Background: an optimization exercise with open tools, aiming at small area and a short achievable clock period. Do not read the settings as production practice. The RTL was checked by simulation tests, not by an equivalence proof against the original design. The clock port is modelled as an ideal driver, which makes a skipped or thinned clock tree look cheaper than it is; a real chip needs a root buffer or a tree.

## run A
// Router_Top_Level_1x3
module Router_Top_Level_1x3(clock,resetn,read_enb_0,read_enb_1,read_enb_2,data_in,pkt_valid,data_out_0,data_out_1,data_out_2,valid_out_0,valid_out_1,valid_out_2,error,busy);
Size in the first run: roughly 490 flip-flops, about 43 I/O pins, ~19,000 sq um of cells after synthesis.
==> flow/config.mk <==
export PLATFORM = sky130hd
export DESIGN_NAME = Router_Top_Level_1x3
export DESIGN_NICKNAME = Router_Top_Level_1x3
export VERILOG_FILES = /design/flow/design.v
export SDC_FILE = /design/flow/constraint.sdc
export NUM_CORES = 4
export LEC_CHECK = 0
export CAP_MARGIN = 20
export CORE_MARGIN = 2
export CORE_UTILIZATION = 55
export PLACE_DENSITY = 0.65
export SETUP_SLACK_MARGIN = 3.35
export SLEW_MARGIN = 20
export SYNTH_HIERARCHICAL = 1
export SYNTH_MINIMUM_KEEP_SIZE = 0
==> flow/constraint.sdc <==
create_clock -name core_clock -period 5.0 [get_ports {clock}]
set_input_delay 1.0000 -clock core_clock [delete_from_list [all_inputs] [get_ports {clock}]]
set_output_delay 1.0000 -clock core_clock [all_outputs]
set_load 0.01 [all_outputs]
standard.sh (not shown) runs the stock make flow with config.mk's settings and CLKGATE_MAP_FILE= SYNTH_SCRIPT=/design/flow/synth_recipe.tcl, a recipe that flattens the netlist after the stock synthesis.
==> flow/flow/run.sh <==
#!/bin/bash
# Standard ORFS layout, except that the clock tree is a hand-built two-level
# inverter tree (flow/cts_hook.tcl) instead of TritonCTS's buffer H-tree, and
# the port buffers start as buf_4 instead of the smallest buffer.
set -euo pipefail
work=$(pwd)
bash standard.sh PRE_CTS_TCL="$work/flow/cts_hook.tcl" \
  BUFFER_PORTS_ARGS="-buffer_cell sky130_fd_sc_hd__buf_4" finish > "$work/standard.log" 2>&1
==> flow/flow/cts_hook.tcl <==
proc cell_out { master } {
  foreach mt [$master getMTerms] {
    if {[$mt getIoType] eq "OUTPUT"} { return [$mt getName] }
  }
}
proc build_clock_tree { rows cols leaf_master root_master } {
  set db [ord::get_db]
  set block [ord::get_db_block]
  set clk [$block findNet clock]
  set sinks {}
  foreach it [$clk getITerms] {
    set bb [[$it getInst] getBBox]
    lappend sinks [list $it [expr {([$bb xMin] + [$bb xMax]) / 2}] [expr {([$bb yMin] + [$bb yMax]) / 2}]]
  }
  set n [llength $sinks]
  set lm [$db findMaster $leaf_master]
  set rm [$db findMaster $root_master]
  set lo [cell_out $lm]
  set ro [cell_out $rm]
  set nroot [expr {($rows > 1 ? 2 : 1) * ($cols > 1 ? 2 : 1)}]
  for {set q 0} {$q < $nroot} {incr q} {
    set rootnet($q) [odb::dbNet_create $block clknet_root_$q]
    $rootnet($q) setSigType CLOCK
    set qx($q) 0; set qy($q) 0; set qn($q) 0
  }
  set sinks [lsort -integer -index 2 $sinks]
  set i 0
  for {set r 0} {$r < $rows} {incr r} {
    set row [lsort -integer -index 1 [lrange $sinks [expr {$r * $n / $rows}] [expr {($r + 1) * $n / $rows - 1}]]]
    set m [llength $row]
    for {set c 0} {$c < $cols} {incr c} {
      set g [lrange $row [expr {$c * $m / $cols}] [expr {($c + 1) * $m / $cols - 1}]]
      set gx 0; set gy 0
      foreach s $g { incr gx [lindex $s 1]; incr gy [lindex $s 2] }
      set gx [expr {$gx / [llength $g]}]
      set gy [expr {$gy / [llength $g]}]
      set q [expr {($rows > 1 && $r >= $rows / 2 ? 2 : 0) + ($cols > 1 && $c >= $cols / 2 ? 1 : 0)}]
      if {$nroot == 2 && $rows == 1} { set q [expr {$c >= $cols / 2}] }
      incr qx($q) $gx; incr qy($q) $gy; incr qn($q)
      set buf [odb::dbInst_create $block $lm clkbuf_leaf_$i]
      set net [odb::dbNet_create $block clknet_leaf_$i]
      $net setSigType CLOCK
      $buf setLocation [expr {$gx - [$lm getWidth] / 2}] [expr {$gy - [$lm getHeight] / 2}]
      $buf setPlacementStatus PLACED
      [$buf findITerm A] connect $rootnet($q)
      [$buf findITerm $lo] connect $net
      foreach s $g {
        set it [lindex $s 0]
        $it disconnect
        $it connect $net
      }
      incr i
    }
  }
  for {set q 0} {$q < $nroot} {incr q} {
    set root [odb::dbInst_create $block $rm clkbuf_root_$q]
    set cx [expr {$qx($q) / $qn($q)}]; set cy [expr {$qy($q) / $qn($q)}]
    $root setLocation [expr {$cx - [$rm getWidth] / 2}] [expr {$cy - [$rm getHeight] / 2}]
    $root setPlacementStatus PLACED
    [$root findITerm A] connect $clk
    [$root findITerm $ro] connect $rootnet($q)
  }
  puts "clock tree: $n sinks, $i leaves, $nroot roots"
}

# Sourced by ORFS cts.tcl as PRE_CTS_TCL: the clock tree is built by
# build_clock_tree above in place of TritonCTS; the rest of cts.tcl (legalizing,
# timing repair) runs unchanged. The tree has no inverter that
# repair_clock_inverters should clone, so that step is skipped.
rename repair_clock_inverters orfs_repair_clock_inverters
proc repair_clock_inverters { args } {}
rename clock_tree_synthesis orfs_clock_tree_synthesis
proc clock_tree_synthesis { args } {
  build_clock_tree 4 4 sky130_fd_sc_hd__inv_12 sky130_fd_sc_hd__inv_16
  set_propagated_clock [all_clocks]
}
The flow did not stop early for run A: all stages ran, and the layout cleared the timing, design-rule and antenna checks.
Relative to run A, the following input files were edited for run B:
- swapping 3.35 for 3.4 in SETUP_SLACK_MARGIN
diff --git a/flow/flow/cts_hook.tcl b/flow/flow/cts_hook.tcl
--- a/flow/flow/cts_hook.tcl
+++ b/flow/flow/cts_hook.tcl
@@ -73,3 +73,3 @@
 proc clock_tree_synthesis { args } {
-  build_clock_tree 4 4 sky130_fd_sc_hd__inv_12 sky130_fd_sc_hd__inv_16
+  build_clock_tree 4 4 sky130_fd_sc_hd__clkinv_8 sky130_fd_sc_hd__clkinv_16
   set_propagated_clock [all_clocks]
## What came out
- In summary, run B completed successfully, with a layout that passed the timing, design-rule and antenna checks.
- From run A to run B the numbers moved as follows: setup slack of the critical path after layout shows a reduction of 5.5 ps; wire length reported by the detailed router rose by 3.0%.
- Core utilization: run B higher than run A
Edits applied to the flow inputs when going from run B to run C:
- a change of SETUP_SLACK_MARGIN from 3.4 to 3.35
Findings:
- Instance count on the critical path: run C vs run B down 8
- The final reports for run C and run B show total wire length after detailed routing lower in the former.
- Number of hold violations in the final report came out exactly the same in run C and run B.
- Taking run B as 1.0, run C lands at 0.40 on number of setup buffers added after CTS.
Input changes introduced in run D (baseline for comparison: run C):
- setting TNS_END_PERCENT to 0 for the first time
- changing SETUP_SLACK_MARGIN from 3.35 to 3.3
diff --git a/flow/flow/cts_hook.tcl b/flow/flow/cts_hook.tcl
--- a/flow/flow/cts_hook.tcl
+++ b/flow/flow/cts_hook.tcl
@@ -73,3 +73,3 @@
 proc clock_tree_synthesis { args } {
-  build_clock_tree 4 4 sky130_fd_sc_hd__clkinv_8 sky130_fd_sc_hd__clkinv_16
+  build_clock_tree 4 4 sky130_fd_sc_hd__inv_12 sky130_fd_sc_hd__inv_16
   set_propagated_clock [all_clocks]
==> comparison <==
- Run D finished all stages; the layout is clean.
- Compared with run C, in run D minimum setup slack in the final design now smaller, number of post-CTS setup repair buffers now smaller, number of gates resized after CTS now smaller, final-report setup violation count comparable.
In every run of this note, the design's own scripts or RTL, not TritonCTS, make the clock network.

## what the ideal ports hide
In the flow no input, the clock included, has a driving cell. The finished layouts below were timed again as built, in two steps. Step 1, drivers: a clkbuf_16 drives clock and a buf_2 each remaining input, both assumed. Step 2 also shifts input and output timing later by t, the mid clock arrival at the registers, as if the neighbouring blocks saw the same clock. Three values: ideal ports, drivers, drivers and shift; two values: the first two.
run | t (ns) | setup WS [ns] | worst data-port slew with drivers (ns)
run A | 0.379 | 3.307 / 3.108 / 3.137 | 0.07
run B | 0.432 | 3.301 / 3.066 / 3.138 | 0.05
run C | 0.427 | 3.307 / 3.071 / 3.097 | 0.05
run D | 0.375 | 3.222 / 3.027 / 3.107 | 0.05
After both steps setup and hold are still met in every run listed. For run C, which loses most, drivers alone change the setup slack by -0.236 ns; drivers and shift together by -0.210 ns.
